Context: an optimization exercise on an open-source flow, tuned for small area, a short achievable clock period and few clock cycles. The choices shown serve that exercise and are no tape-out recipe.
At most, simulation tests tie the RTL to the original design; equivalence was not proved.
No functional check of the RTL was part of runs 1 and 8.
Power figures rest on the tool's default switching activity, not on a simulated workload.

==> design.v <==
module div (
    input wire clk,
    input wire rst_n,
    input wire [32-1:0] dividend_i,
    input wire [32-1:0] divisor_i,
    input wire                       start_i,
    input wire                       ctrl_ready_i,
    input wire [                3:0] op_i,
    output wire [32-1:0] result_o,
    output reg                        busy_o,
    output reg                        valid_o
);
    localparam [2:0] S_IDLE = 3'd0, S_PREP = 3'd1, S_ITER = 3'd2, S_FIN = 3'd3, S_FIX = 3'd4;
    reg  [2:0] state;
    reg [31:0] r;       
    reg [31:0] x;       
    reg [31:0] q;       
    reg  [4:0] cnt;
    reg  [4:0] pa, pb;  
    reg        sa, sb;  
    reg        is_rem, is_div;
    function automatic [4:0] msb32(input [31:0] v);
        reg [7:0] nz;
        reg [1:0] p [0:7];
        reg [2:0] g;
        integer i;
        begin
            for (i = 0; i < 8; i = i + 1) begin
                nz[i]   = |v[4*i+:4];
                p[i][1] = v[4*i+3] | v[4*i+2];
                p[i][0] = v[4*i+3] | (~v[4*i+2] & v[4*i+1]);
            end
            g[2] = |nz[7:4];
            g[1] = g[2] ? (nz[7] | nz[6]) : (nz[3] | nz[2]);
            g[0] = g[2] ? (nz[7] | (~nz[6] & nz[5])) : (nz[3] | (~nz[2] & nz[1]));
            msb32 = {g, p[g]};
        end
    endfunction
    wire        sgn_i = op_i[0] | op_i[2];
    wire        sa_i  = sgn_i & dividend_i[31];
    wire        sb_i  = sgn_i & divisor_i[31];
    wire [31:0] a_m   = dividend_i ^ {32{sa_i}};    
    wire [31:0] b_m   = divisor_i ^ {32{sb_i}};     
    wire        cin = ~sb | (sa & (state == S_PREP));
    wire [32:0] sum;
    wire        cout = sum[32];
    add32 u_add (.a(r), .b(x), .ci(cin), .s(sum));
    wire        prep = (state == S_PREP);
    wire [31:0] inc_in = prep ? r : (is_rem ? (r ^ {32{sa}}) : ~q);
    wire        inc_c  = (prep | is_rem) ? sa : 1'b1;
    wire [31:0] inc_out;
    inc32 u_inc (.a(inc_in), .ci(inc_c), .s(inc_out));
    wire [5:0] kk = {1'b0, pa} - {1'b0, pb};
    wire [4:0] k  = kk[4:0];
    reg  [31:0] x_init;
    always @(*) begin
        x_init = x;
        if (k[0]) x_init = {x_init[30:0], {1{~sb}}};
        if (k[1]) x_init = {x_init[29:0], {2{~sb}}};
        if (k[2]) x_init = {x_init[27:0], {4{~sb}}};
        if (k[3]) x_init = {x_init[23:0], {8{~sb}}};
        if (k[4]) x_init = {x_init[15:0], {16{~sb}}};
    end
    wire bz = ~sb & (&x);                           
    wire lt = ~cout;
    wire early = bz | ((sa & ~sb) ? kk[5] : lt);
    assign result_o = q;
    always @(posedge clk) begin
        if (!rst_n) begin
            state   <= S_IDLE;
            busy_o  <= 1'b0;
            valid_o <= 1'b0;
        end else begin
            case (state)
                S_IDLE: begin
                    r      <= a_m;
                    x      <= ~b_m;
                    pa     <= sa_i ? msb32({~dividend_i[30:0], 1'b1}) : msb32(dividend_i);
                    pb     <= sb_i ? msb32(~divisor_i | 32'd1) : msb32(divisor_i);
                    sa     <= sa_i;
                    sb     <= sb_i;
                    is_rem <= op_i[2] | op_i[3];
                    is_div <= op_i[0] | op_i[1];
                    if (ctrl_ready_i) begin
                        valid_o <= 1'b0;
                        if (start_i) begin
                            state  <= S_PREP;
                            busy_o <= 1'b1;
                        end
                    end
                end
                S_PREP: begin
                    r    <= inc_out;
                    x    <= x_init;
                    cnt  <= k;
                    q    <= is_rem ? inc_out : {32{bz}};
                    if (early) begin
                        if (sa & is_rem) begin
                            state <= S_FIX;
                        end else begin
                            state   <= S_IDLE;
                            busy_o  <= 1'b0;
                            valid_o <= 1'b1;
                        end
                    end else begin
                        state <= S_ITER;
                    end
                end
                S_ITER: begin
                    if (cout) r <= sum[31:0];
                    q   <= {q[30:0], cout};
                    x   <= {1'b1, x[31:1]};
                    cnt <= cnt - 5'd1;
                    if (cnt == 5'd0) begin
                        if (is_rem | (is_div & (sa ^ sb))) begin
                            state <= S_FIN;
                        end else begin
                            state   <= S_IDLE;
                            busy_o  <= 1'b0;
                            valid_o <= 1'b1;
                        end
                    end
                end
                S_FIX: begin
                    q       <= inc_out;
                    state   <= S_IDLE;
                    busy_o  <= 1'b0;
                    valid_o <= 1'b1;
                end
                default: begin   
                    q       <= inc_out;
                    state   <= S_IDLE;
                    busy_o  <= 1'b0;
                    valid_o <= 1'b1;
                end
            endcase
        end
    end
endmodule
module add32 (
    input  wire [31:0] a,
    input  wire [31:0] b,
    input  wire        ci,
    output wire [32:0] s
);
    reg [31:0] g [0:5];
    reg [31:0] p [0:5];
    integer l, i;
    always @(*) begin
        g[0] = a & b;
        p[0] = a ^ b;
        g[0][0] = g[0][0] | (p[0][0] & ci);
        for (l = 0; l < 5; l = l + 1) begin
            g[l+1] = g[l];
            p[l+1] = p[l];
            for (i = 0; i < 32; i = i + 1)
                if ((i >> l) & 1) begin
                    g[l+1][i] = g[l][i] | (p[l][i] & g[l][((i >> l) << l) - 1]);
                    p[l+1][i] = p[l][i] & p[l][((i >> l) << l) - 1];
                end
        end
    end
    assign s = {g[5][31], (a ^ b) ^ {g[5][30:0], ci}};
endmodule
module inc32 (
    input  wire [31:0] a,
    input  wire        ci,
    output wire [31:0] s
);
    reg [31:0] t [0:5];
    integer l, i;
    always @(*) begin
        t[0] = a;
        t[0][0] = a[0] & ci;
        for (l = 0; l < 5; l = l + 1) begin
            t[l+1] = t[l];
            for (i = 0; i < 32; i = i + 1)
                if ((i >> l) & 1) t[l+1][i] = t[l][i] & t[l][((i >> l) << l) - 1];
        end
    end
    assign s = a ^ {t[5][30:0], ci};
endmodule
==> run.sh <==
#!/bin/bash
# synth_recipe.tcl (not shown) runs the flow's synth.tcl, then flattens the netlist and writes it again
# the make line also repeats each setting of config.mk as NAME=value (left out here)
make -C /OpenROAD-flow-scripts/flow DESIGN_CONFIG=/design/flow/config.mk WORK_HOME=/design/flow/orfs CLKGATE_MAP_FILE= SYNTH_SCRIPT=/design/flow/synth_recipe.tcl finish
==> config.mk <==
export PLATFORM = sky130hd
export DESIGN_NAME = div
export DESIGN_NICKNAME = div
export VERILOG_FILES = /design/flow/design.v
export SDC_FILE = /design/flow/constraint.sdc
export NUM_CORES = 4
export LEC_CHECK = 0
export ABC_AREA = 1
export CAP_MARGIN = 20
export CORE_MARGIN = 2
export CORE_UTILIZATION = 50
export PLACE_DENSITY = 0.65
export SETUP_SLACK_MARGIN = 4.5
export SLEW_MARGIN = 20
==> constraint.sdc <==
create_clock -name core_clock -period 8.0 [get_ports {clk}]
set_input_delay 1.6000 -clock core_clock [delete_from_list [all_inputs] [get_ports {clk}]]
set_output_delay 1.6000 -clock core_clock [all_outputs]
set_load 0.01 [all_outputs]
==> results of run 1 <==
placed cells by master, fill, tap and decap left out, types with 5 or more instances in the layout:
cell type,n
buf_4,33
o21ai_1,12
inv_6,6
mux2i_1,20
o22ai_1,7
a31oi_1,5
nor2_4,9
clkdlybuf4s50_1,100
xor2_1,12
nor3_4,7
or2_2,11
dlymetal6s2s_1,5
edfxtp_1,115
o211ai_1,48
nand4_1,35
ha_1,44
fa_1,5
nor2_2,13
o21bai_1,5
nor3_1,14
o221ai_1,13
a21oi_1,111
nor2_1,122
inv_1,246
nand3_1,203
nand3b_1,21
nand2_1,568
clkbuf_16,17
inv_2,6
clkinvlp_4,9
o21ai_0,189
nand2_2,15
final cells by class:
cell class	instances	area [um^2]
multi-input cells	1533	8070
repair buffers	145	1410
inverters	262	1010
flip-flops and latches	120	3550
clock buffers	18	429
clock inverters	14	164
repair inverters	3	22.5
fillers	2512	10000
well taps	330	413
worst min-delay path: stages (launching register included):
cell	delay, ps
dfxtp_1	310
nand3_1	70
nand2_1	50
sequential cells by signal (all words and copies together) (netlist names):
signal and cells:
valid_o 1, q 32, state 3, busy_o 1
cnt 5, pa 5, r 32, pb 5
is_rem 1, is_div 1, sb 1, x 32
sa 1
per-stage QoR:
| step | utilization | cells |
|---|---|---|
| after CTS | 0.589 | 2411 |
| after global placement | 0.558 | 2366 |
| final | 0.600 | 2425 |
| after global routing | 0.600 | 2425 |
| after floorplan | - | 2002 |
| after detailed placement | 0.558 | 2366 |
power by group through the flow:
stage / Sequential [W] / Clock (W) / Combinational, W
finish: 0.00110 / 0.000793 / 0.00240
floorplan: 0.00104 / 0 / 0.00165
global route: 0.00111 / 0.000817 / 0.00267
global placement: 0.00111 / 0 / 0.00222
CTS: 0.00110 / 0.000796 / 0.00231
detailed placement: 0.00111 / 0 / 0.00225
logic make-up after synthesis:
logic type / Yosys count
mux: 20
compound gates: 408
flops: 120
simple gates: 1036
xor+xnor: 17
fa+ha+maj: 51
buf+inv: 350
worst paths after layout:
kind	cells after the start	end	slack, ps
worst max-delay path	9	pa[3]	4600
worst max register to register	18	r[9]	4610
worst min-delay path	2	valid_o	480
worst min register to register	2	valid_o	480
layer usage:
metal / track usage / up-vias
met2: 0.509 / 692
met3: 0.0785 / 90
met1: 0.468 / 6388
met5: 0 / -
li1: - / 6892
met4: 0.126 / 0
what timing repair did:
item                       in CTS  in global routing
setup buffers                   9                 13
cloned                          4                  0
gates resized for setup        37                 45
setup endpoints to repair      99                 84
pin swaps                       2                  9
==> reports/qor.yml, run 1 <==
hold_viol: 0
crit_arrival_ps: 3580
dr_wl_met2_mm: 19.7
relSlewSlack: 0.494
yosysTopAreaCellShare: 0.270
critPathMaxStageDelay_ps: 550
cts_made_buffers: 17
cp_slowest_cell: "clkdlybuf4s50_1"
yosys.area_share.adder: 0.0541
drt-initial-drc-count: 1580
final_net_count: 2205
synth_top_family_by_area: "simple AND/OR/NAND/NOR gates"
clock_path_buffers: 2
synth_compound_area_frac: 0.179
ant_nets: 0
fin_area_um2: 15100
worstMarginPinSlew_ps: 759
max-cap-violations: 0
placed_area_um2: 14000
setup_violations: 0
syn_inst: 2002
skew_ps: 11.3
drc: 0
min_from: "valid_o"
syn_area_um2: 12800
min_path_type: "flip-flop to flip-flop"
clock_latency_ps: 440
rows: 58
place.gp.congestion: 1.03
port_buffers: 105
internal_power_w: 0.00220
syn2layout_area_growth_pct: 18.0
clkPwrFrac: 0.185
n_antenna_cell: 0
crit_top_cell: "nand2_1"
cp_max_fo: 5
clkTransAtPathRegs_ps: 70
fin_crit_ps: 3400
grt_pass1_wl_mm: 68.9
wl_met3_mm: 4.96
pwr-share-seq: 0.257
startpoint_type: "input pin"
pre_cts_ws_ps: 3280
synth_seq_cells: 120
drive_gt1_frac: 0.0788
routedLengthMet1_mm: 19.4
layout_worst_path_cycle_share: 0.425
postCtsHoldBufs: 0
peakVddDrop_v: 0.000176
ys_top_cells_by_count: "575 x nand2_1, 253 x inv_1, 204 x nand3_1, 203 x o21ai_0, 137 x nor2_1"
synth_cell_types: 51
tns_ps: 0
yosys.area_share.simple: 0.352
synth_edf_count: 115
grt_use_total: 0.337
first_pass_iters: 5
cts_root_buf: "clkbuf_16"
path_cells: "clkdlybuf4s50_1 > nand2_1 > nor3_4 > nand2_1 > inv_1 > nand3_2 > o21ai_2 > nor2_1 > nor3_1"
clock_sinks: 120
muxShareOfSynthArea: 0.0157
cts_tree: "yes"
coreArea_um2: 25100
die_area_um2: 26800
p_total_w: 0.00430
htreeDepth: 4
die-width_um: 164
synthTopCellsByArea: "edfxtp_1 27%, nand2_1 17%, nand3_1 8.0%, o21ai_0 8.0%, inv_1 7.4%"
yosysMostFrequentCell: "nand2_1"
critPathRequiredTime_ps: 8190
slew_viol_final: 0
startpoint: "dividend_i[25]"
finalWirelength_mm: 45.7
r2r_start: "state[1]"
synth.avg_cell_area_um2: 6.38
endpoint_kind: "flip-flop"
routed.top_layer: "met4"
rsz0062_at_grt: "true"
overflow: 0
synthXorXnorAreaFrac: 0.0117
io_pins: 106
grt_max_degree: 63
crit_type: "input pin to flip-flop"
yosys_most_used_dff: "edfxtp_1"
synth_nets: 2125
dieHeight_um: 164
dpl.hpwl_mm: 33.2
worst_slack_ps: 4600
post_drt_wl_per_cell_um: 18.8
power_frac_comb: 0.558
via_count: 14100
hold_slack_ps: 482
ys_async_sr_fraction: 0
yosys.area.top_type: "edfxtp_1"
viasPerCell: 5.80
synth_seq_area_share: 0.278
leakagePower_nw: 6.82
powerDensity_nw_per_um2: 285
critPathBufInv: 2
start_util: 0.509
yosysWarningCount: 10
clock.fmax_mhz: 294
crit_family: "simple AND/OR/NAND/NOR gates"
antenna_found_initial: 0
grt_pass1_vias: 12600
status: "finished clean"
power_switching_w: 0.00209
swShare: 0.487
==> inputs of run 2 (changes only) <==
--- a/design.v
+++ b/design.v
@@ -50,7 +50,7 @@
     wire        inc_c  = (prep | is_rem) ? sa : 1'b1;
     wire [31:0] inc_out;
     inc32 u_inc (.a(inc_in), .ci(inc_c), .s(inc_out));
-    wire [5:0] kk = {1'b0, pa} - {1'b0, pb};
+    wire [5:0] kk = {1'b0, pa} + {5'd0, sa} - {1'b0, pb};
     wire [4:0] k  = kk[4:0];
     reg  [31:0] x_init;
     always @(*) begin
@@ -75,8 +75,8 @@
                 S_IDLE: begin
                     r      <= a_m;
                     x      <= ~b_m;
-                    pa     <= sa_i ? msb32({~dividend_i[30:0], 1'b1}) : msb32(dividend_i);
-                    pb     <= sb_i ? msb32(~divisor_i | 32'd1) : msb32(divisor_i);
+                    pa     <= msb32(a_m);
+                    pb     <= msb32(b_m | {31'd0, sb_i});
                     sa     <= sa_i;
                     sb     <= sb_i;
                     is_rem <= op_i[2] | op_i[3];
==> flow/run.sh (new file) <==
#!/bin/bash
# The standard layout (the standard.sh, standard synthesis included),
# with the port buffers that ORFS inserts before global placement made
# from sky130_fd_sc_hd__buf_1 instead of the library's pick.
set -euo pipefail
export BUFFER_PORTS_ARGS="-buffer_cell sky130_fd_sc_hd__buf_1"
bash standard.sh > standard.log 2>&1
==> standard.sh (new file) <==
#!/bin/bash
# synth_recipe.tcl (not shown) runs the flow's synth.tcl, then flattens the netlist and writes it again
# the make line also repeats each setting of config.mk as NAME=value (left out here)
make -C /OpenROAD-flow-scripts/flow DESIGN_CONFIG=/design/flow/config.mk WORK_HOME=/design/flow/orfs CLKGATE_MAP_FILE= SYNTH_SCRIPT=/design/flow/synth_recipe.tcl "${@:-finish}"
removed: run.sh
==> run 2 against run 1 <==
Combinational power grew 6%; first-iteration DRC count shrank 16%; largest cell class unchanged; synthesized cell count grew 0.70%; sequential cell count is the same; non-clock buffer count grew 4; final cell count grew 0.54%; still clean.
==> reports/qor.yml, run 2 <==
status: "finished clean"
clkPwrFrac: 0.190
power_switching_w: 0.00218
power_frac_comb: 0.571
cts_tree: "yes"
htreeDepth: 4
coreArea_um2: 25300
synth_edf_count: 115
port_buffers: 105
tns_ps: 0
via_count: 14000
dieHeight_um: 165
grt_use_total: 0.330
synth_seq_area_share: 0.275
hold_viol: 0
die-width_um: 165
min_from: "busy_o"
cts_root_buf: "clkbuf_16"
crit_family: "simple AND/OR/NAND/NOR gates"
setup_violations: 0
most-common-layout-cells: "772 x nand2_1, 219 x inv_1, 187 x nand3_1"
peakVddDrop_v: 0.000179
drive_gt1_frac: 0.0892
io_pins: 106
grt_max_degree: 71
critPathMaxStageDelay_ps: 190
startpoint: "op_i[2]"
clock_latency_ps: 430
max-cap-violations: 0
slew_viol_final: 0
postCtsHoldBufs: 0
swShare: 0.489
endpoint_kind: "flip-flop"
grt_pass1_wl_mm: 68.6
final_common_cell: "nand2_1"
relSlewSlack: 0.302
yosysTopAreaCellShare: 0.267
path_cells: "buf_2 > nor2_4 > buf_4 > nor2_4 > buf_4 > nand2_1 > nand2_1 > nor2_1 > nand2_1 > nor2_4 > nand2_1 > nor2_1 > nor2_2 > nand3b_1 > nor2_1 > nor2_1 > nand3_1"
yosysWarningCount: 8
cp_max_fo: 5
rows: 58
leakagePower_nw: 6.77
post_drt_wl_per_cell_um: 18.4
critPathRequiredTime_ps: 8160
ant_nets: 0
place.gp.congestion: 0.940
pwr-share-seq: 0.238
powerDensity_nw_per_um2: 307
synth_nets: 2144
grt_pass1_vias: 12400
utilization: 0.574
min_path_type: "flip-flop to flip-flop"
rsz0062_at_grt: "true"
clock_sinks: 120
drc: 0
viasPerCell: 5.73
final_net_count: 2222
syn_inst: 2016
die_area_um2: 27200
internal_power_w: 0.00228
clkTransAtPathRegs_ps: 60
nFillCells: 2498
synthTopCellsByArea: "edfxtp_1 27%, nand2_1 23%, nand3_1 7.3%, inv_1 6.5%, o21ai_0 5.0%"
crit_arrival_ps: 3540
ys_top_cells_by_count: "780 x nand2_1, 224 x inv_1, 188 x nand3_1, 130 x o21ai_0, 115 x edfxtp_1"
critPathBufInv: 3
yosysMostFrequentCell: "nand2_1"
antenna_found_initial: 1
layout_worst_path_cycle_share: 0.422
r2r_start: "sa"
drt-initial-drc-count: 1332
cp_slowest_cell: "nor2_4"
clock_path_buffers: 2
overflow: 0
skew_ps: 15.5
largestRegisters: "q x32, r x32, x x32"
finalWirelength_mm: 44.9
yosys.area.top_type: "edfxtp_1"
synth_cell_types: 54
clock.fmax_mhz: 296
synth.avg_cell_area_um2: 6.42
worstMarginPinSlew_ps: 1050
crit_type: "input pin to flip-flop"
dpl.hpwl_mm: 32.9
first_pass_iters: 5
start_util: 0.511
ys_async_sr_fraction: 0
synth_seq_cells: 120
syn2layout_area_growth_pct: 12.3
startpoint_type: "input pin"
fin_crit_ps: 3380
cts_made_buffers: 17
syn_area_um2: 12900
yosys_most_used_dff: "edfxtp_1"
[run 2: timing repair]
action	in CTS	in global routing
endpoints found under the setup margin	135	95
pin swaps	5	6
gates cloned	3	2
resized for setup	28	32
endpoints found under the hold margin	0	0
setup buffers	14	12
[run 2: path summary, 6_finish.rpt]
check             cells past startpoint  endpoint  slack [ps]
hold / removal                        2    busy_o         440
setup / recovery                     17     pa[1]        4620
setup reg to reg                     13     x[15]        4630
hold reg to reg                       2    busy_o         440
[run 2: tightest hold or removal path: stages, from the launching register on]
cell	delay, ps
dfxtp_1	310
inv_1	50
a21oi_1	50
[run 2: power by group through the flow]
stage               logic, W  clock network, W  registers [W]
floorplan            0.00178                 0        0.00100
global placement     0.00232                 0        0.00107
detailed placement   0.00234                 0        0.00107
CTS                  0.00243          0.000848        0.00106
global route         0.00283          0.000878        0.00107
finish               0.00255          0.000851        0.00106
[run 2: through the flow]
stage	power, W	cell area (um^2)	hold slack (ps)	worst slack [ps]	instances
3_3_place_gp	0.00339	13400	434	3300	2374
3_5_place_dp	0.00342	13400	433	3270	2374
2_1_floorplan	0.00278	13000	465	4500	2016
6_report	0.00447	14500	442	4620	2438
5_1_grt	0.00478	14500	462	4470	2437
4_1_cts	0.00433	14300	442	4510	2423
[run 2: cells by family after synthesis]
| family | share of synthesized area |
|---|---|
| mux | 0.0116 |
| simple gates | 0.388 |
| flops | 0.275 |
| buf+inv | 0.107 |
| compound gates | 0.146 |
| xor+xnor | 0.0149 |
| fa+ha+maj | 0.0582 |
[run 2: cell type report]
type	count	area, um^2	share of cell area
diodes	1	2.50	0.000172
clock buffers	24	482	0.0331
clock inverters	8	144	0.00990
inverters	233	903	0.0621
multi-input cells	1571	8160	0.561
flip-flops and latches	120	3550	0.244
well taps	330	413	0.0284
repair buffers	149	865	0.0595
repair inverters	2	15.0	0.00103
[run 2: routing by layer]
metal  up-vias  track usage  part of all wire  wire (um)
met5         -            0                 0          0
met4         0        0.103             0.029       1290
met3        77       0.0547             0.093       4170
met2       648        0.528              0.45      20200
met1      6393        0.457              0.43      19300
li1       6844            -                 -          -
Testbench counts of run 2, summed over its fixed seeds: cycles 63,187.
==> inputs of run 3 (changes only) <==
--- a/design.v
+++ b/design.v
@@ -10,15 +10,15 @@
     output reg                        busy_o,
     output reg                        valid_o
 );
-    localparam [2:0] S_IDLE = 3'd0, S_PREP = 3'd1, S_ITER = 3'd2, S_FIN = 3'd3, S_FIX = 3'd4;
-    reg  [2:0] state;
+    localparam [1:0] S_IDLE = 2'd0, S_PREP = 2'd1, S_ITER = 2'd2, S_FIN = 2'd3;
+    reg  [1:0] state;
     reg [31:0] r;       
     reg [31:0] x;       
     reg [31:0] q;       
     reg  [4:0] cnt;
     reg  [4:0] pa, pb;  
     reg        sa, sb;  
-    reg        is_rem, is_div;
+    reg        is_rem;   
     function automatic [4:0] msb32(input [31:0] v);
         reg [7:0] nz;
         reg [1:0] p [0:7];
@@ -50,7 +50,7 @@
     wire        inc_c  = (prep | is_rem) ? sa : 1'b1;
     wire [31:0] inc_out;
     inc32 u_inc (.a(inc_in), .ci(inc_c), .s(inc_out));
-    wire [5:0] kk = {1'b0, pa} + {5'd0, sa} - {1'b0, pb};
+    wire [5:0] kk = {1'b0, pa} - {1'b0, pb};
     wire [4:0] k  = kk[4:0];
     reg  [31:0] x_init;
     always @(*) begin
@@ -73,14 +73,6 @@
         end else begin
             case (state)
                 S_IDLE: begin
-                    r      <= a_m;
-                    x      <= ~b_m;
-                    pa     <= msb32(a_m);
-                    pb     <= msb32(b_m | {31'd0, sb_i});
-                    sa     <= sa_i;
-                    sb     <= sb_i;
-                    is_rem <= op_i[2] | op_i[3];
-                    is_div <= op_i[0] | op_i[1];
                     if (ctrl_ready_i) begin
                         valid_o <= 1'b0;
                         if (start_i) begin
@@ -90,13 +82,9 @@
                     end
                 end
                 S_PREP: begin
-                    r    <= inc_out;
-                    x    <= x_init;
-                    cnt  <= k;
-                    q    <= is_rem ? inc_out : {32{bz}};
                     if (early) begin
                         if (sa & is_rem) begin
-                            state <= S_FIX;
+                            state <= S_FIN;
                         end else begin
                             state   <= S_IDLE;
                             busy_o  <= 1'b0;
@@ -107,12 +95,8 @@
                     end
                 end
                 S_ITER: begin
-                    if (cout) r <= sum[31:0];
-                    q   <= {q[30:0], cout};
-                    x   <= {1'b1, x[31:1]};
-                    cnt <= cnt - 5'd1;
                     if (cnt == 5'd0) begin
-                        if (is_rem | (is_div & (sa ^ sb))) begin
+                        if (is_rem | (sa ^ sb)) begin
                             state <= S_FIN;
                         end else begin
                             state   <= S_IDLE;
@@ -121,20 +105,42 @@
                         end
                     end
                 end
-                S_FIX: begin
-                    q       <= inc_out;
-                    state   <= S_IDLE;
-                    busy_o  <= 1'b0;
-                    valid_o <= 1'b1;
-                end
                 default: begin   
-                    q       <= inc_out;
                     state   <= S_IDLE;
                     busy_o  <= 1'b0;
                     valid_o <= 1'b1;
                 end
             endcase
         end
+    end
+    always @(posedge clk) begin
+        pa <= sa_i ? msb32({~dividend_i[30:0], 1'b1}) : msb32(dividend_i);
+        pb <= sb_i ? msb32(~divisor_i | 32'd1) : msb32(divisor_i);
+        case (state)
+            S_IDLE:  x <= ~b_m;
+            S_PREP:  x <= x_init;
+            default: x <= {1'b1, x[31:1]};
+        endcase
+        cnt <= (state == S_PREP) ? k : cnt - 5'd1;
+        case (state)
+            S_IDLE: begin
+                r      <= a_m;
+                sa     <= sa_i;
+                sb     <= sb_i;
+                is_rem <= op_i[2] | op_i[3];
+            end
+            S_PREP: begin
+                r <= inc_out;
+                q <= is_rem ? inc_out : {32{bz}};
+            end
+            S_ITER: begin
+                if (cout) r <= sum[31:0];
+                q <= {q[30:0], cout};
+            end
+            default: begin   
+                q <= inc_out;
+            end
+        endcase
     end
 endmodule
 module add32 (
==> run.sh (new file) <==
#!/bin/bash
# synth_recipe.tcl (not shown) runs the flow's synth.tcl, then flattens the netlist and writes it again
# the make line also repeats each setting of config.mk as NAME=value (left out here)
make -C /OpenROAD-flow-scripts/flow DESIGN_CONFIG=/design/flow/config.mk WORK_HOME=/design/flow/orfs CLKGATE_MAP_FILE= SYNTH_SCRIPT=/design/flow/synth_recipe.tcl finish
removed: flow/run.sh
removed: standard.sh
==> run 3 against run 2 <==
Setup slack lost 75 ps; clock skew grew 4.8 ps; sequential power grew 42%; non-clock buffer count shrank 17; first-iteration DRC count grew 14%; register-to-register slack gained 30 ps; sequential share of layout area shrank 3.8 points; global-route usage grew 1.2 points; utilization grew 1.6 points; critical path depth shrank 6; clock-buffer cell count is the same; power grew 56%; critical path type unchanged; critical endpoint is now pa[1]; highest routed layer unchanged.
==> reports/qor.yml, run 3 <==
status: "finished clean"
grt_util_met2: 0.520
fin_crit_ps: 3450
setup_violations: 0
grt_use_total: 0.343
swShare: 0.540
cp_max_fo: 5
worstMarginPinSlew_ps: 854
syn_area_um2: 12600
grt_pass1_wl_mm: 70.5
clock.fmax_mhz: 290
r2r_start: "is_rem"
grt.busiest_layer: "met2"
crit_type: "input pin to flip-flop"
yosysMostFrequentCell: "nand2_1"
synth_edf_count: 69
yosysWarningCount: 10
power_frac_comb: 0.673
drive_gt1_frac: 0.0640
dpl.hpwl_mm: 33.6
slew_viol_final: 0
cp_slowest_cell: "clkdlybuf4s50_1"
synth.avg_cell_area_um2: 5.93
clkTransAtPathRegs_ps: 70
largestRegisters: "q x32, r x32, x x32"
grt_max_degree: 69
die_area_um2: 26600
nFillCells: 2513
synth_seq_cells: 118
drt-initial-drc-count: 1518
pwr-share-seq: 0.217
via_count: 14700
min_from: "busy_o"
hold_viol: 0
grtUsageMet1: 0.473
critPathMaxStageDelay_ps: 570
leakagePower_nw: 7.01
dieHeight_um: 163
internal_power_w: 0.00321
die-width_um: 163
pre_cts_ws_ps: 3710
overflow: 0
min_path_type: "flip-flop to flip-flop"
synthTopCellsByArea: "nand2_1 20%, edfxtp_1 16%, dfxtp_1 7.8%, o21ai_0 7.2%, nand3_1 7.2%"
yosysTopAreaCellShare: 0.197
grtUsageMet3: 0.0627
peakVddDrop_v: 0.000903
layout_worst_path_cycle_share: 0.431
endpoint_kind: "flip-flop"
critPathRequiredTime_ps: 8310
cts_tree: "yes"
synth_nets: 2258
powerDensity_nw_per_um2: 472
path_cells: "clkdlybuf4s50_1 > inv_1 > nor3_2 > nand2_2 > o21ai_4 > inv_1 > nand3_1 > nand3_1 > nand3b_1 > nor2_1 > nor2_1"
clock_sinks: 118
relSlewSlack: 0.431
post_drt_wl_per_cell_um: 18.3
antenna_found_initial: 0
power_switching_w: 0.00376
io_pins: 106
syn_inst: 2131
clock_latency_ps: 440
ant_nets: 0
max-cap-violations: 0
syn2layout_area_growth_pct: 16.8
start_util: 0.505
rsz0062_at_grt: "true"
ys_async_sr_fraction: 0
grt_pass1_vias: 13200
clkPwrFrac: 0.110
tns_ps: 0
crit_arrival_ps: 3770
cts_made_buffers: 17
final_net_count: 2318
startpoint_type: "input pin"
cts_root_buf: "clkbuf_16"
worst_slack_ps: 4550
first_pass_iters: 6
coreArea_um2: 25000
final_common_cell: "nand2_1"
yosys.area.top_type: "nand2_1"
place.gp.congestion: 0.992
synth_seq_area_share: 0.241
clock_path_buffers: 2
skew_ps: 20.2
startpoint: "dividend_i[16]"
drc: 0
synth_cell_types: 47
yosys_most_used_dff: "edfxtp_1"
ys_top_cells_by_count: "665 x nand2_1, 241 x inv_1, 206 x nor2_1, 183 x o21ai_0, 182 x nand3_1"
place_inst: 2490
fin_cells: 2534
most-common-layout-cells: "660 x nand2_1, 238 x inv_1, 195 x nor2_1"
htreeDepth: 4
port_buffers: 104
finalWirelength_mm: 46.3
viasPerCell: 5.82
n_antenna_cell: 0
rows: 58
==> run 3: cell count changes after synthesis, moves of 16 or more <==
cell / change
a21oi_1: +108
o221ai_1: -28
o21ai_0: +53
dfxtp_1: +44
inv_1: +17
nand2_1: -115
nor2_1: +112
edfxtp_1: -46
nand4_1: +17
clkbuf_1: +16
==> run 3: worst paths after layout <==
kind | cells past startpoint | slack, ps | end
max | 11 | 4550 | pa[1]
min | 2 | 440 | busy_o
max reg2reg | 15 | 4660 | r[16]
min reg2reg | 2 | 440 | busy_o
==> run 3: final cells by class <==
class | count | area [um^2] | area share
timing repair buffer | 132 | 1310 | 0.0888
sequential | 118 | 3060 | 0.207
multi-input combinational | 1675 | 8480 | 0.574
inverter | 247 | 945 | 0.0639
clock inverter | 8 | 60.1 | 0.00406
tap | 330 | 413 | 0.0279
clock buffer | 24 | 514 | 0.0348
==> run 3: repair_timing <==
item | 4_1_cts | 5_1_grt
buffers inserted | 7 | 3
gates resized for setup | 21 | 39
pin swaps | 1 | 3
hold buffers | 0 | 0
cloned | 1 | 1
endpoints found under the hold margin | 0 | 0
endpoints found under the setup margin | 111 | 63
==> run 3: critical path, delay by kind of cell <==
family | cells | cell delay [ps]
AO/OA/AOI/OAI | 1 | 200
buffers and inverters | 3 | 840
AND/OR/NAND/NOR | 7 | 1110
==> run 3: cells by family (layout without fill, tap and decap cells) <==
kind of cell,after synthesis,after routing,share of synthesized area
simple gates,1163,1165,0.389
compound gates,424,424,0.182
buf+inv,340,411,0.106
flops,118,118,0.241
fa+ha+maj,55,55,0.0586
mux,19,19,0.0150
xor+xnor,12,12,0.00831
==> run 3: power by group through the flow <==
stage	Clock, W	Sequential [W]	Combinational [W]
6_report	0.000767	0.00151	0.00469
2_1_floorplan	0	0.00140	0.00321
4_1_cts	0.000771	0.00150	0.00454
5_1_grt	0.000788	0.00153	0.00521
3_3_place_gp	0	0.00151	0.00434
3_5_place_dp	0	0.00151	0.00443
==> run 3: through the flow <==
stage	power, W	util	hold slack [ps]	instance area, um^2
floorplan	0.00461	-	435	12700
global placement	0.00585	0.555	436	13900
detailed placement	0.00595	0.555	435	13900
CTS	0.00681	0.584	445	14600
global route	0.00753	0.590	464	14800
finish	0.00698	0.590	440	14800
==> run 3: routing by layer <==
layer | part of all wire | up-vias
met4 | 0.039 | 0
li1 | - | 7183
met1 | 0.43 | 6735
met3 | 0.098 | 103
met5 | 0 | -
met2 | 0.43 | 715
Testbench counts of run 3, summed over its fixed seeds: cycles 63,181.
==> inputs of run 4 (changes only) <==
==> flow/run.sh (new file) <==
#!/bin/bash
# The standard layout (the standard.sh, standard synthesis included),
# with the port buffers that ORFS inserts before global placement made
# from sky130_fd_sc_hd__buf_2 instead of the library's pick.
set -euo pipefail
export BUFFER_PORTS_ARGS="-buffer_cell sky130_fd_sc_hd__buf_2"
bash standard.sh > standard.log 2>&1
==> standard.sh (new file) <==
#!/bin/bash
# synth_recipe.tcl (not shown) runs the flow's synth.tcl, then flattens the netlist and writes it again
# the make line also repeats each setting of config.mk as NAME=value (left out here)
make -C /OpenROAD-flow-scripts/flow DESIGN_CONFIG=/design/flow/config.mk WORK_HOME=/design/flow/orfs CLKGATE_MAP_FILE= SYNTH_SCRIPT=/design/flow/synth_recipe.tcl "${@:-finish}"
removed: run.sh
==> run 4 against run 3 <==
Power shrank 1.7%; sequential cell count unchanged; hold slack gained 2.3 ps; register-to-register slack worse by 30 ps; non-clock buffer count rose by 1; clock power is 2% higher; synthesized cell count unchanged; sequential power is essentially flat; design area is 4.1% lower; setup slack improved by 61 ps; global-route usage decreased by 0.063 points.
==> reports/qor.yml, run 4 <==
synth_cell_types: 47
dpl.hpwl_mm: 33.4
grt_max_degree: 65
place.gp.congestion: 0.967
syn_inst: 2131
rsz0062_at_grt: "true"
power_frac_comb: 0.665
seq_area_um2: 3060
clkTransAtPathRegs_ps: 60
multiInputGateArea_um2: 8400
leakagePower_nw: 6.99
grt_pass1_vias: 12900
cts_tree: "yes"
overflow: 0
max-cap-violations: 0
layout_worst_path_cycle_share: 0.424
syn_area_um2: 12600
clkPwrFrac: 0.114
slew_viol_final: 0
yosysTopAreaCellShare: 0.197
tns_ps: 0
htreeDepth: 4
die_area_um2: 26600
drt-initial-drc-count: 1584
crit_arrival_ps: 3670
synth_nets: 2258
rows: 58
ant_nets: 0
synth_edf_count: 69
start_util: 0.505
peakVddDrop_v: 0.000354
endpoint_kind: "flip-flop"
grtUsageMet1: 0.475
hold_viol: 0
largestRegisters: "q x32, r x32, x x32"
relSlewSlack: 0.455
min_path_type: "flip-flop to flip-flop"
internal_power_w: 0.00311
worstMarginPinSlew_ps: 817
hold_slack_ps: 443
clock_sinks: 118
critPathRequiredTime_ps: 8270
postCtsHoldBufs: 0
status: "finished clean"
skew_ps: 17.1
setup_violations: 0
clock.fmax_mhz: 295
coreArea_um2: 25000
startpoint_type: "input pin"
via_count: 14600
yosysMostFrequentCell: "nand2_1"
finalWirelength_mm: 45.7
swShare: 0.546
yosys.area.top_type: "nand2_1"
drive_gt1_frac: 0.107
synth.avg_cell_area_um2: 5.93
yosys_most_used_dff: "edfxtp_1"
die-width_um: 163
dieHeight_um: 163
power_switching_w: 0.00375
ys_async_sr_fraction: 0
final_common_cell: "nand2_1"
synth_seq_cells: 118
antenna_found_initial: 0
grtUsageMet3: 0.0775
synthTopCellsByArea: "nand2_1 20%, edfxtp_1 16%, dfxtp_1 7.8%, o21ai_0 7.2%, nand3_1 7.2%"
first_pass_iters: 8
syn2layout_area_growth_pct: 12.0
crit_type: "input pin to flip-flop"
fin_crit_ps: 3390
powerDensity_nw_per_um2: 484
clock_latency_ps: 440
clock_path_buffers: 2
synth_seq_area_share: 0.241
most-common-layout-cells: "661 x nand2_1, 237 x inv_1, 202 x nor2_1"
ys_top_cells_by_count: "665 x nand2_1, 241 x inv_1, 206 x nor2_1, 183 x o21ai_0, 182 x nand3_1"
grt_pass1_wl_mm: 70.2
grt_use_total: 0.342
cts_root_buf: "clkbuf_16"
cp_max_fo: 64
final_net_count: 2319
drc: 0
cts_made_buffers: 17
nFillCells: 2634
pwr-share-seq: 0.220
viasPerCell: 5.77
n_antenna_cell: 0
yosysWarningCount: 10
post_drt_wl_per_cell_um: 18.0
grt.busiest_layer: "met2"
port_buffers: 104
grt_util_met2: 0.511
io_pins: 106
==> run 4: cell counts after synthesis <==
Identical to the previous run, type by type.
==> run 4: logic make-up (layout without fill, tap and decap cells) <==
group | Yosys count | in the layout | share of synthesized area
AND/OR/NAND/NOR | 1163 | 1165 | 0.389
AO/OA/AOI/OAI | 424 | 424 | 0.182
buffers and inverters | 340 | 412 | 0.106
flip-flops | 118 | 118 | 0.241
adder cells (fa/ha/maj) | 55 | 55 | 0.0586
multiplexers | 19 | 19 | 0.0150
XOR/XNOR | 12 | 12 | 0.00831
==> run 4: final timing paths <==
path / from / end / slack, ps / depth (start not counted)
max: divisor_i[31] / x[18] / 4610 / 6
min: busy_o / busy_o / 440 / 2
max reg2reg: is_rem / r[16] / 4630 / 16
min reg2reg: busy_o / busy_o / 440 / 2
==> run 4: layout make-up <==
cell class,instances,share of cell area
timing repair buffer,133,0.0540
multi-input combinational,1675,0.593
inverter,247,0.0666
clock buffer,20,0.0345
clock inverter,12,0.00715
tap,330,0.0291
sequential,118,0.216
==> run 4: what timing repair did <==
item                       in CTS  in global routing
cloned                          1                  1
buffers inserted                6                  8
gates resized for setup        10                 17
setup endpoints to repair      88                 54
pin swaps                       1                  1
==> run 4: power by group through the flow <==
stage | logic (W) | registers, W | clock network [W]
CTS | 0.00439 | 0.00150 | 0.000787
global route | 0.00514 | 0.00153 | 0.000815
finish | 0.00456 | 0.00151 | 0.000784
floorplan | 0.00321 | 0.00140 | 0
detailed placement | 0.00431 | 0.00151 | 0
global placement | 0.00423 | 0.00151 | 0
==> run 4: layer usage <==
layer  vias up  wire [um]
li1       7177          -
met1      6670      19900
met2       686      19600
met3        93       4530
met4         0       1610
met5         -          0
==> run 4: through the flow <==
step / util / setup WS [ps] / cells / instance area (um^2) / total power (W)
after floorplan: - / 4480 / 2131 / 12700 / 0.00461
after global placement: 0.533 / 3790 / 2487 / 13400 / 0.00574
after detailed placement: 0.533 / 3690 / 2487 / 13400 / 0.00582
after global routing: 0.566 / 4470 / 2535 / 14200 / 0.00749
after CTS: 0.561 / 4450 / 2526 / 14000 / 0.00667
final: 0.566 / 4610 / 2535 / 14200 / 0.00686
==> run 4: critical path: stages <==
cell and delay, ps:
buf_2 130, inv_1 80, nor2_1 580, inv_4 380, o21ai_0 650, o211ai_1 220
==> inputs of run 5 (changes only) <==
==> flow/run.sh (replaced) <==
#!/bin/bash
# The standard layout (the standard.sh, standard synthesis included),
# with the port buffers that ORFS inserts before global placement made
# from sky130_fd_sc_hd__buf_1 instead of the library's pick.
set -euo pipefail
export BUFFER_PORTS_ARGS="-buffer_cell sky130_fd_sc_hd__buf_1"
bash standard.sh > standard.log 2>&1
--- a/config.mk
+++ b/config.mk
@@ -9,6 +9,7 @@
 export CAP_MARGIN = 20
 export CORE_MARGIN = 2
 export CORE_UTILIZATION = 50
+export CTS_BUF_LIST = sky130_fd_sc_hd__clkbuf_4 sky130_fd_sc_hd__clkbuf_8
 export PLACE_DENSITY = 0.65
 export SETUP_SLACK_MARGIN = 4.5
 export SLEW_MARGIN = 20
==> run 5 against run 4 <==
Synthesized cell count did not move; utilization shrank 1.0 points; area after synthesis is the same; power shrank 2.8%; die area stayed put; maximum frequency up 0.33%; still clean; critical endpoint is now x[30]; wire length barely moved; clock skew is 7.7 ps higher; clock-buffer cell count is 1 lower; sequential cell count did not move; sequential power hardly changed.
==> reports/qor.yml, run 5 <==
status: "finished clean"
crit_arrival_ps: 3570
leakagePower_nw: 6.63
dieHeight_um: 163
final_net_count: 2323
clock_sinks: 118
powerDensity_nw_per_um2: 479
post_drt_wl_per_cell_um: 18.0
setup_violations: 0
cts_tree: "yes"
clkTransAtPathRegs_ps: 90
finalWirelength_mm: 45.7
htreeDepth: 4
synth_nets: 2258
endpoint_kind: "flip-flop"
cts_root_buf: "clkbuf_8"
n_antenna_cell: 0
port_buffers: 104
crit_type: "input pin to flip-flop"
drive_gt1_frac: 0.0602
antenna_found_initial: 0
rows: 58
worstMarginPinSlew_ps: 1050
yosysMostFrequentCell: "nand2_1"
clock_path_buffers: 2
yosysWarningCount: 10
synth.avg_cell_area_um2: 5.93
synth_cell_types: 47
place.gp.congestion: 0.966
synthTopCellsByArea: "nand2_1 20%, edfxtp_1 16%, dfxtp_1 7.8%, o21ai_0 7.2%, nand3_1 7.2%"
syn_inst: 2131
syn2layout_area_growth_pct: 9.98
nFillCells: 2657
clock_latency_ps: 480
yosys_most_used_dff: "edfxtp_1"
cts_made_buffers: 17
whs_path_depth: 2
die-width_um: 163
cp_max_fo: 64
layout_worst_path_cycle_share: 0.422
relSlewSlack: 0.295
ant_nets: 0
ys_async_sr_fraction: 0
synth_seq_cells: 118
via_count: 14600
io_pins: 106
coreArea_um2: 25000
first_pass_iters: 6
max-cap-violations: 0
grt_pass1_wl_mm: 69.7
grt_max_degree: 65
overflow: 0
dpl.hpwl_mm: 33.1
rsz0062_at_grt: "true"
synth_seq_area_share: 0.241
grt_pass1_vias: 12900
syn_area_um2: 12600
hold_viol: 0
start_util: 0.505
synth_edf_count: 69
slew_viol_final: 0
peakVddDrop_v: 0.000382
most-common-layout-cells: "661 x nand2_1, 238 x inv_1, 203 x nor2_1"
yosysTopAreaCellShare: 0.197
fin_crit_ps: 3380
drt-initial-drc-count: 1628
ff2ff_path_depth: 17
final_common_cell: "nand2_1"
yosys.area.top_type: "nand2_1"
largestRegisters: "q x32, r x32, x x32"
ys_top_cells_by_count: "665 x nand2_1, 241 x inv_1, 206 x nor2_1, 183 x o21ai_0, 182 x nand3_1"
drc: 0
tns_ps: 0
clock.fmax_mhz: 296
viasPerCell: 5.77
startpoint_type: "input pin"
grt_use_total: 0.339
skew_ps: 24.9
p_total_w: 0.00666
die_area_um2: 26600
postCtsHoldBufs: 0
critPathRequiredTime_ps: 8190
min_path_type: "flip-flop to flip-flop"
run 5: cell count changes in the layout (fill, tap and decap cells not counted), sizes merged:
cell,previous run,this run
inv,255,251
buf,133,135
clkinv,3,5
clkinvlp,1,3
bufbuf,0,1
bufinv,0,1
run 5: repair_timing:
item | CTS | global route
buffers inserted | 5 | 9
gates cloned | 2 | 2
gates resized for setup | 15 | 13
hold endpoints to repair | 0 | 0
pin swaps | 1 | 3
endpoints found under the setup margin | 90 | 57
run 5: final timing paths:
path | from | endpoint | slack (ps)
setup / recovery | divisor_i[31] | x[30] | 4620
hold / removal | busy_o | busy_o | 450
setup reg to reg | state[1] | r[16] | 4690
hold reg to reg | busy_o | busy_o | 450
run 5: worst max-delay path: stages:
cell	delay, ps
buf_1	180
inv_1	110
nor2_1	570
inv_4	380
o21ai_0	540
nand3_1	180
run 5: logic make-up (layout without fill, tap and decap cells):
kind of cell,count (synthesis),count (layout),synth area share
flip-flops,118,118,0.241
AO/OA/AOI/OAI,424,424,0.182
XOR/XNOR,12,12,0.00831
AND/OR/NAND/NOR,1163,1165,0.389
buffers and inverters,340,416,0.106
adder cells (fa/ha/maj),55,55,0.0586
multiplexers,19,19,0.0150
run 5: metal layers:
metal  part of all wire  track usage  routed length (um)
met5                  0            0                   0
met4              0.026        0.112                1200
met3              0.093       0.0569                4250
met2               0.45        0.533               20300
met1               0.44        0.473               19900
run 5: per-stage QoR:
| step | hold WS, ps | area [um^2] | setup slack (ps) | util | instances |
|---|---|---|---|---|---|
| after global placement | 433 | 13200 | 3760 | 0.529 | 2489 |
| final | 449 | 13900 | 4620 | 0.556 | 2539 |
| after detailed placement | 444 | 13200 | 3720 | 0.529 | 2489 |
| after global routing | 489 | 13900 | 4500 | 0.556 | 2539 |
| after floorplan | 435 | 12700 | 4480 | - | 2131 |
| after CTS | 459 | 13800 | 4500 | 0.550 | 2528 |
run 5: cell type report:
type,count,area [um^2],area share
multi-input combinational,1675,8400,0.604
inverter,247,942,0.0677
tap,330,413,0.0297
timing repair buffer,137,721,0.0518
clock inverter,13,123,0.00882
clock buffer,19,255,0.0184
sequential,118,3060,0.220
run 5: where the power goes:
group | internal (W) | leakage, nW | total [W] | switching [W]
Clock | 0.000260 | 0.187 | 0.000557 | 0.000297
Sequential | 0.00115 | 1.10 | 0.00151 | 0.000355
Combinational | 0.00152 | 5.34 | 0.00460 | 0.00308
==> inputs of run 6 (changes only) <==
--- a/config.mk
+++ b/config.mk
@@ -9,7 +9,6 @@
 export CAP_MARGIN = 20
 export CORE_MARGIN = 2
 export CORE_UTILIZATION = 50
-export CTS_BUF_LIST = sky130_fd_sc_hd__clkbuf_4 sky130_fd_sc_hd__clkbuf_8
 export PLACE_DENSITY = 0.65
 export SETUP_SLACK_MARGIN = 4.5
 export SLEW_MARGIN = 20
==> run 6 against run 5 <==
Still clean on timing, DRC and antenna; setup slack better by 28 ps; via count increased by 0.57%; design area grew 1.2%; register-to-register slack worse by 40 ps; global-route usage up 0.11 points.
==> reports/qor.yml, run 6 <==
internal_power_w: 0.00311
start_util: 0.505
clock_path_buffers: 2
relSlewSlack: 0.327
final_common_cell: "nand2_1"
critPathMaxStageDelay_ps: 390
synth_edf_count: 69
syn2layout_area_growth_pct: 11.3
power_switching_w: 0.00378
cp_slowest_cell: "nor2_4"
worst_slack_ps: 4650
whs_path_depth: 2
drive_gt1_frac: 0.0585
peakVddDrop_v: 0.000386
pwr-share-seq: 0.219
yosys_most_used_dff: "edfxtp_1"
synth.avg_cell_area_um2: 5.93
die_area_um2: 26600
rsz0062_at_grt: "true"
clkPwrFrac: 0.110
place.gp.congestion: 0.966
dieHeight_um: 163
synth_nets: 2258
leakagePower_nw: 6.70
post_drt_wl_per_cell_um: 18.1
most-common-layout-cells: "662 x nand2_1, 238 x inv_1, 202 x nor2_1"
clock.fmax_mhz: 298
tns_ps: 0
cts_tree: "yes"
via_count: 14700
hold_slack_ps: 446
slew_viol_final: 0
ant_nets: 0
drc: 0
coreArea_um2: 25000
status: "finished clean"
syn_area_um2: 12600
rrSetupSlack_ps: 4650
ys_top_cells_by_count: "665 x nand2_1, 241 x inv_1, 206 x nor2_1, 183 x o21ai_0, 182 x nand3_1"
hold_end: "busy_o"
hold_viol: 0
htreeDepth: 4
n_antenna_cell: 0
layout_worst_path_cycle_share: 0.419
power_frac_comb: 0.671
synth_seq_cells: 118
antenna_found_initial: 0
rows: 58
synth_cell_types: 47
io_pins: 106
grt_max_degree: 65
clock_sinks: 118
grt_pass1_vias: 12900
endpoint_kind: "flip-flop"
min_from: "busy_o"
clock_latency_ps: 440
grt_pass1_wl_mm: 69.8
cts_made_buffers: 17
cp_max_fo: 13
fin_crit_ps: 3350
drt-initial-drc-count: 1563
yosys.area.top_type: "nand2_1"
grt_use_total: 0.340
swShare: 0.549
yosysWarningCount: 10
worstMarginPinSlew_ps: 1010
r2r-end: "r[16]"
yosysMostFrequentCell: "nand2_1"
ff2ff_path_depth: 16
pre_cts_ws_ps: 3720
final_net_count: 2320
first_pass_iters: 7
syn_inst: 2131
yosysTopAreaCellShare: 0.197
crit_arrival_ps: 3500
largestRegisters: "q x32, r x32, x x32"
finalWirelength_mm: 46.0
die-width_um: 163
nFillCells: 2627
synthTopCellsByArea: "nand2_1 20%, edfxtp_1 16%, dfxtp_1 7.8%, o21ai_0 7.2%, nand3_1 7.2%"
crit_type: "flip-flop to flip-flop"
skew_ps: 19.8
utilization: 0.562
cts_root_buf: "clkbuf_16"
port_buffers: 104
r2r_start: "state[1]"
dpl.hpwl_mm: 33.1
startpoint_type: "flip-flop"
viasPerCell: 5.81
ys_async_sr_fraction: 0
setup_violations: 0
min_path_type: "flip-flop to flip-flop"
overflow: 0
critPathRequiredTime_ps: 8150
clkTransAtPathRegs_ps: 70
startpoint: "state[1]"
max-cap-violations: 0
synth_seq_area_share: 0.241
powerDensity_nw_per_um2: 490
path_cells: "inv_2 > ha_4 > buf_16 > nor2_4 > or2_2 > ha_1 > ha_1 > nand2_1 > nor2_4 > nand2_4 > nor2_4 > nand3_1 > inv_1 > ha_1 > a21oi_1 > a32oi_1"
## run 6: area by class of cell
| type | count | area [um^2] | share of cell area |
|---|---|---|---|
| inverter | 247 | 942 | 0.0669 |
| timing repair buffer | 134 | 698 | 0.0496 |
| clock buffer | 19 | 443 | 0.0315 |
| tap | 330 | 413 | 0.0293 |
| multi-input combinational | 1675 | 8400 | 0.597 |
| clock inverter | 13 | 123 | 0.00871 |
| sequential | 118 | 3060 | 0.217 |
## run 6: worst max-delay path by stage
stage                       end  slack (ps)
after CTS                 r[16]        4510
after floorplan           r[16]        4480
after detailed placement   r[8]        3720
after global placement     r[7]        3760
after global routing      r[17]        4470
final                     r[16]        4650
## run 6: logic make-up (layout without fill, tap and decap cells)
group | count (synthesis) | in the layout | share of synthesized area
simple gates | 1163 | 1165 | 0.389
compound gates | 424 | 424 | 0.182
buf+inv | 340 | 413 | 0.106
flops | 118 | 118 | 0.241
fa+ha+maj | 55 | 55 | 0.0586
mux | 19 | 19 | 0.0150
xor+xnor | 12 | 12 | 0.00831
## run 6: metrics by stage
stage	cell area, um^2	total power (W)	std cells
4_1_cts	14000	0.00669	2528
3_5_place_dp	13200	0.00580	2489
6_report	14100	0.00689	2536
5_1_grt	14100	0.00746	2536
2_1_floorplan	12700	0.00461	2131
3_3_place_gp	13200	0.00572	2489
## run 6: power groups by stage
stage	Sequential [W]	Clock, W	Combinational [W]
after global placement	0.00150	0	0.00422
after detailed placement	0.00151	0	0.00429
after CTS	0.00150	0.000765	0.00443
after floorplan	0.00140	0	0.00321
final	0.00151	0.000762	0.00462
after global routing	0.00153	0.000789	0.00514
## run 6: layer usage
metal	part of all wire	up-vias	wire (um)	track usage
li1	-	7192	-	-
met1	0.43	6732	19800	0.471
met2	0.44	705	20300	0.534
met3	0.097	96	4480	0.0617
met4	0.031	0	1430	0.117
met5	0	-	0	0
## run 6: timing repair
item	CTS	global route
hold buffers	0	0
gates resized for setup	15	13
endpoints found under the hold margin	0	0
buffers inserted	5	6
endpoints found under the setup margin	90	61
pin swaps	1	1
gates cloned	2	2
## run 6: critical path, delay by kind of cell (launching register included)
family / cells / cell delay, ps
simple gates: 7 / 1310
buf+inv: 3 / 300
flops: 1 / 360
fa+ha+maj: 4 / 800
compound gates: 2 / 270
==> inputs of run 7 (changes only) <==
--- a/config.mk
+++ b/config.mk
@@ -10,5 +10,5 @@
 export CORE_MARGIN = 2
 export CORE_UTILIZATION = 50
 export PLACE_DENSITY = 0.65
-export SETUP_SLACK_MARGIN = 4.5
+export SETUP_SLACK_MARGIN = 4.75
 export SLEW_MARGIN = 20
==> run 7 against run 6 <==
Die area unchanged; setup slack improved by 120 ps; clock skew decreased by 6.1 ps; via count grew 0.17%; register-to-register slack improved by 190 ps; combinational power up 4%; maximum frequency up 3.8%; sequential share of layout area decreased by 0.71 points; wire length rose by 3.7%; critical endpoint is now r[29].
==> reports/qor.yml, run 7 <==
min_from: "busy_o"
most-common-layout-cells: "658 x nand2_1, 237 x inv_1, 194 x nor2_1"
r2r_start: "state[1]"
setup_violations: 0
leakagePower_nw: 6.94
overflow: 0
ff2ff_path_depth: 17
ant_nets: 0
syn_area_um2: 12600
clkTransAtPathRegs_ps: 60
grt_pass1_wl_mm: 72.2
finalWirelength_mm: 47.7
ys_top_cells_by_count: "665 x nand2_1, 241 x inv_1, 206 x nor2_1, 183 x o21ai_0, 182 x nand3_1"
final_net_count: 2347
htreeDepth: 4
n_antenna_cell: 0
antenna_found_initial: 1
status: "finished clean"
clock_path_buffers: 2
slew_viol_final: 0
rsz0062_at_grt: "true"
grt_pass1_vias: 13200
worstMarginPinSlew_ps: 1010
synthTopCellsByArea: "nand2_1 20%, edfxtp_1 16%, dfxtp_1 7.8%, o21ai_0 7.2%, nand3_1 7.2%"
fin_crit_ps: 3230
cts_root_buf: "clkbuf_16"
whs_path_depth: 2
nFillCells: 2606
yosysMostFrequentCell: "nand2_1"
viasPerCell: 5.75
drive_gt1_frac: 0.0824
clock.fmax_mhz: 310
final_common_cell: "nand2_1"
rows: 58
startpoint: "op_i[0]"
cts_made_buffers: 17
coreArea_um2: 25000
port_buffers: 104
hold_slack_ps: 440
hold_viol: 0
synth_nets: 2258
synth.avg_cell_area_um2: 5.93
powerDensity_nw_per_um2: 492
clock_sinks: 118
crit_arrival_ps: 3380
tns_ps: 0
dpl.hpwl_mm: 34.0
worst_slack_ps: 4770
skew_ps: 13.7
place.gp.congestion: 0.989
drt-initial-drc-count: 1647
fin_cells: 2563
pre_cts_ws_ps: 3700
critPathRequiredTime_ps: 8150
start_util: 0.505
yosysTopAreaCellShare: 0.197
synth_cell_types: 47
synth_seq_area_share: 0.241
syn_inst: 2131
first_pass_iters: 6
cts_tree: "yes"
relSlewSlack: 0.323
synth_seq_cells: 118
multiInputGateArea_um2: 8510
endpoint_kind: "flip-flop"
postCtsHoldBufs: 0
die_area_um2: 26600
startpoint_type: "input pin"
io_pins: 106
max-cap-violations: 0
via_count: 14800
grt_use_total: 0.352
largestRegisters: "q x32, r x32, x x32"
drc: 0
yosys.area.top_type: "nand2_1"
min_path_type: "flip-flop to flip-flop"
layout_worst_path_cycle_share: 0.403
yosys_most_used_dff: "edfxtp_1"
clock_latency_ps: 440
die-width_um: 163
cp_max_fo: 41
syn2layout_area_growth_pct: 15.0
dieHeight_um: 163
ys_async_sr_fraction: 0
post_drt_wl_per_cell_um: 18.6
p_total_w: 0.00716
synth_edf_count: 69
grt_max_degree: 65
place_inst: 2488
yosysWarningCount: 10
peakVddDrop_v: 0.000627
seq_area_um2: 3060
crit_type: "input pin to flip-flop"
-- run 7: area by class of cell --
cell class	count	area share
multi-input cells	1675	0.585
repair buffers	160	0.0659
repair inverters	1	0.000602
inverters	247	0.0673
clock inverters	8	0.00559
clock buffers	24	0.0375
flip-flops and latches	118	0.210
well taps	330	0.0284
-- run 7: cells by family (layout without fill, tap and decap cells) --
family,count (synthesis),count (layout),synth area share
AO/OA/AOI/OAI,424,425,0.182
XOR/XNOR,12,12,0.00831
adder cells (fa/ha/maj),55,55,0.0586
buffers and inverters,340,440,0.106
flip-flops,118,118,0.241
multiplexers,19,19,0.0150
AND/OR/NAND/NOR,1163,1164,0.389
-- run 7: per-stage QoR --
| stage | util | instance area [um^2] |
|---|---|---|
| global route | 0.581 | 14500 |
| finish | 0.581 | 14500 |
| detailed placement | 0.529 | 13200 |
| CTS | 0.565 | 14100 |
| global placement | 0.529 | 13200 |
| floorplan | - | 12700 |
-- run 7: repair_timing --
action / CTS / global route
pin swaps: 3 / 9
endpoints found under the setup margin: 122 / 67
buffers inserted: 12 / 26
resized for setup: 26 / 43
cloned: 3 / 2
-- run 7: path summary, 6_finish.rpt --
path                                to  slack, ps
worst max-delay path             r[29]       4770
worst min-delay path            busy_o        440
worst max register to register    r[6]       4840
worst min register to register  busy_o        440
-- run 7: worst max-delay path, cell delays in order --
cell        delay (ps)
buf_1               70
nor2_1             350
nor2_2             100
clkinvlp_4         440
nor2_1              70
o21ai_0            600
nand2_1            130
-- run 7: metal layers --
layer	up-vias	global-route usage	share of wire
li1	7250	-	-
met1	6675	0.481	0.42
met2	702	0.543	0.44
met3	121	0.0741	0.10
met4	2	0.138	0.039
met5	-	0	0.00027
-- run 7: power breakdown --
| part | total, W | internal [W] | leakage (nW) | switching (W) |
|---|---|---|---|---|
| logic | 0.00481 | 0.00162 | 5.53 | 0.00319 |
| clock network | 0.000830 | 0.000510 | 0.313 | 0.000319 |
| registers | 0.00151 | 0.00115 | 1.10 | 0.000360 |
==> inputs of run 8 (changes only) <==
--- a/design.v
+++ b/design.v
@@ -19,6 +19,7 @@
     reg  [4:0] pa, pb;  
     reg        sa, sb;  
     reg        is_rem;   
+    reg        cin;      
     function automatic [4:0] msb32(input [31:0] v);
         reg [7:0] nz;
         reg [1:0] p [0:7];
@@ -41,7 +42,6 @@
     wire        sb_i  = sgn_i & divisor_i[31];
     wire [31:0] a_m   = dividend_i ^ {32{sa_i}};    
     wire [31:0] b_m   = divisor_i ^ {32{sb_i}};     
-    wire        cin = ~sb | (sa & (state == S_PREP));
     wire [32:0] sum;
     wire        cout = sum[32];
     add32 u_add (.a(r), .b(x), .ci(cin), .s(sum));
@@ -122,6 +122,7 @@
             default: x <= {1'b1, x[31:1]};
         endcase
         cnt <= (state == S_PREP) ? k : cnt - 5'd1;
+        cin <= (state == S_IDLE) ? (sa_i | ~sb_i) : ~sb;
         case (state)
             S_IDLE: begin
                 r      <= a_m;
--- a/config.mk
+++ b/config.mk
@@ -9,6 +9,7 @@
 export CAP_MARGIN = 20
 export CORE_MARGIN = 2
 export CORE_UTILIZATION = 50
+export CTS_BUF_LIST = sky130_fd_sc_hd__clkbuf_8
 export PLACE_DENSITY = 0.65
 export SETUP_SLACK_MARGIN = 4.75
 export SLEW_MARGIN = 20
==> run 8 against run 7 <==
Power shrank 7.3%; still clean on timing, DRC and antenna; utilization is 2.1 points lower; setup slack worse by 9.9 ps; non-clock buffer count is 19 lower; clock skew increased by 11 ps; critical path type is now flip-flop to flip-flop.
==> reports/qor.yml, run 8 <==
status: "finished clean"
hold_slack_ps: 478
syn_inst: 2139
clock_sinks: 119
antenna_found_initial: 0
synth_nets: 2266
final_net_count: 2336
ant_nets: 0
clock_latency_ps: 480
finalWirelength_mm: 46.6
syn_area_um2: 12800
peakVddDrop_v: 0.000266
clock.fmax_mhz: 309
startpoint_type: "flip-flop"
dpl.hpwl_mm: 34.5
synthTopCellsByArea: "nand2_1 20%, edfxtp_1 16%, dfxtp_1 7.8%, inv_1 7.4%, o21ai_0 7.0%"
place_inst: 2499
cts_root_buf: "clkbuf_8"
die_area_um2: 26900
synth_cell_types: 51
layout_worst_path_cycle_share: 0.405
yosys_most_used_dff: "edfxtp_1"
grt_pass1_vias: 12900
cp_max_fo: 17
max-cap-violations: 0
synth.avg_cell_area_um2: 5.99
die-width_um: 164
powerDensity_nw_per_um2: 471
place.gp.congestion: 0.984
yosysMostFrequentCell: "nand2_1"
nFillCells: 2653
synth_edf_count: 69
via_count: 14600
first_pass_iters: 6
final_common_cell: "nand2_1"
whs_path_depth: 1
dieHeight_um: 164
drc: 0
yosysWarningCount: 10
syn2layout_area_growth_pct: 10.1
rows: 58
largestRegisters: "q x32, r x32, x x32"
path_cells: "inv_2 > ha_4 > buf_12 > inv_16 > nand2_8 > nand2_8 > o221ai_1 > ha_2 > ha_1 > nand2_1 > nor2_4 > nand2_4 > nor2_4 > nand3_1 > inv_1 > ha_1 > a221oi_2 > a31oi_1"
setup_violations: 0
fin_crit_ps: 3240
port_buffers: 104
most-common-layout-cells: "677 x nand2_1, 251 x inv_1, 184 x nor2_1"
n_antenna_cell: 0
cts_made_buffers: 17
start_util: 0.509
ys_async_sr_fraction: 0
skew_ps: 24.8
crit_type: "flip-flop to flip-flop"
htreeDepth: 4
leakagePower_nw: 6.93
drive_gt1_frac: 0.0684
synth_seq_area_share: 0.240
worstMarginPinSlew_ps: 914
p_total_w: 0.00663
drt-initial-drc-count: 1661
yosys.area.top_type: "nand2_1"
viasPerCell: 5.73
fin_cells: 2552
tns_ps: 0
relSlewSlack: 0.388
ys_top_cells_by_count: "678 x nand2_1, 251 x inv_1, 190 x nor2_1, 179 x o21ai_0, 177 x nand3_1"
ff2ff_path_depth: 18
cts_tree: "yes"
grt_max_degree: 66
clock_path_buffers: 2
synth_seq_cells: 119
min_path_type: "flip-flop to flip-flop"
slew_viol_final: 0
post_drt_wl_per_cell_um: 18.3
overflow: 0
utilization: 0.560
yosysTopAreaCellShare: 0.199
critPathMaxStageDelay_ps: 340
rsz0062_at_grt: "true"
grt_pass1_wl_mm: 71.0
crit_arrival_ps: 3420
grt_use_total: 0.344
cp_slowest_cell: "dfxtp_2"
coreArea_um2: 25200
io_pins: 106
hold_viol: 0
critPathRequiredTime_ps: 8180
endpoint_kind: "flip-flop"
clkTransAtPathRegs_ps: 90
-- run 8: final cells by class --
| class | instances | area (um^2) | share of cell area |
|---|---|---|---|
| Clock buffer | 18 | 248 | 0.0176 |
| Clock inverter | 14 | 106 | 0.00754 |
| Inverter | 258 | 1010 | 0.0714 |
| Multi-Input combinational cell | 1671 | 8510 | 0.604 |
| Sequential cell | 119 | 3080 | 0.218 |
| Tap cell | 330 | 413 | 0.0293 |
| Timing Repair Buffer | 141 | 731 | 0.0518 |
| Timing Repair inverter | 1 | 8.76 | 0.000621 |
-- run 8: what timing repair did --
action                     CTS  global route
pin swaps                    4             6
hold buffers                 0             0
buffers inserted             7            10
gates cloned                 3             1
gates resized for setup     28            35
setup endpoints to repair   92            76
-- run 8: through the flow --
step,area (um^2),setup slack [ps]
finish,14100,4760
global route,14100,4610
CTS,13900,4720
detailed placement,13300,3870
global placement,13300,4000
floorplan,12800,4870
-- run 8: report_power, final --
part / switching [W] / internal (W)
Combinational: 0.00309 / 0.00148
Sequential: 0.000365 / 0.00116
Clock: 0.000295 / 0.000250
Total: 0.00375 / 0.00288
-- run 8: cells by family after synthesis --
group                    share of synthesized area
adder cells (fa/ha/maj)                     0.0578
AND/OR/NAND/NOR                              0.394
AO/OA/AOI/OAI                                0.173
multiplexers                                0.0164
buffers and inverters                        0.110
flip-flops                                   0.240
XOR/XNOR                                   0.00889
-- run 8: worst paths after layout --
check             startpoint  endpoint  slack [ps]
setup reg to reg    state[1]     r[16]        4760
hold / removal        cnt[0]    cnt[0]         480
setup / recovery    state[1]     r[16]        4760
hold reg to reg       cnt[0]    cnt[0]         480
-- run 8: critical path: cells and delay by family (launching register included) --
kind                     cells  cell delay [ps]
AO/OA/AOI/OAI                3              530
adder cells (fa/ha/maj)      4              880
AND/OR/NAND/NOR              7              800
buffers and inverters        4              380
flip-flops                   1              340
-- run 8: per-layer routing --
| layer | share of wire | GRT usage | up-vias | wire length (um) |
|---|---|---|---|---|
| met4 | 0.031 | 0.122 | 0 | 1440 |
| met1 | 0.44 | 0.499 | 6713 | 20600 |
| met5 | 0 | 0 | - | 0 |
| met3 | 0.093 | 0.0508 | 89 | 4330 |
| li1 | - | - | 7209 | - |
| met2 | 0.43 | 0.520 | 618 | 20300 |

-- afterwards: timing with drivers on the ports --
Ports are ideal in the flow. The routed layouts listed here were re-timed in OpenROAD. Step 1 (the two cells are an assumption about what drives the block):
set clk [get_ports {clk}]
set_driving_cell -lib_cell sky130_fd_sc_hd__clkbuf_16 $clk
set_driving_cell -lib_cell sky130_fd_sc_hd__buf_2 [delete_from_list [all_inputs] $clk]
Step 2 also shifts input and output timing later by t, the mid clock arrival at the registers, as if the neighbouring blocks saw the same clock. a / b / c = ideal / step 1 / step 2; a / b = the first two.
| run | shift t [ns] | setup WS [ns] | worst slew at a driven data input, ns | cell pins on the clock port's net |
|---|---|---|---|---|
| run 1 | 0.490 | 4.603 / 4.608 / 4.150 | 0.04 | 1 |
| run 2 | 0.476 | 4.624 / 4.629 / 4.178 | 0.04 | 1 |
| run 3 | 0.480 | 4.549 / 4.580 / 4.100 | 0.04 | 1 |
| run 4 | 0.485 | 4.610 / 4.631 / 4.155 | 0.03 | 1 |
| run 5 | 0.514 | 4.621 / 4.650 / 4.136 | 0.04 | 1 |
| run 6 | 0.486 | 4.649 / 4.649 / 4.253 | 0.04 | 1 |
| run 7 | 0.482 | 4.773 / 4.804 / 4.322 | 0.03 | 1 |
| run 8 | 0.510 | 4.763 / 4.763 / 4.372 | 0.04 | 1 |
After both steps every run listed still meets setup and hold. The setup slack of run 5, which loses most, moves by +0.029 ns with the drivers and by -0.485 ns with both steps.
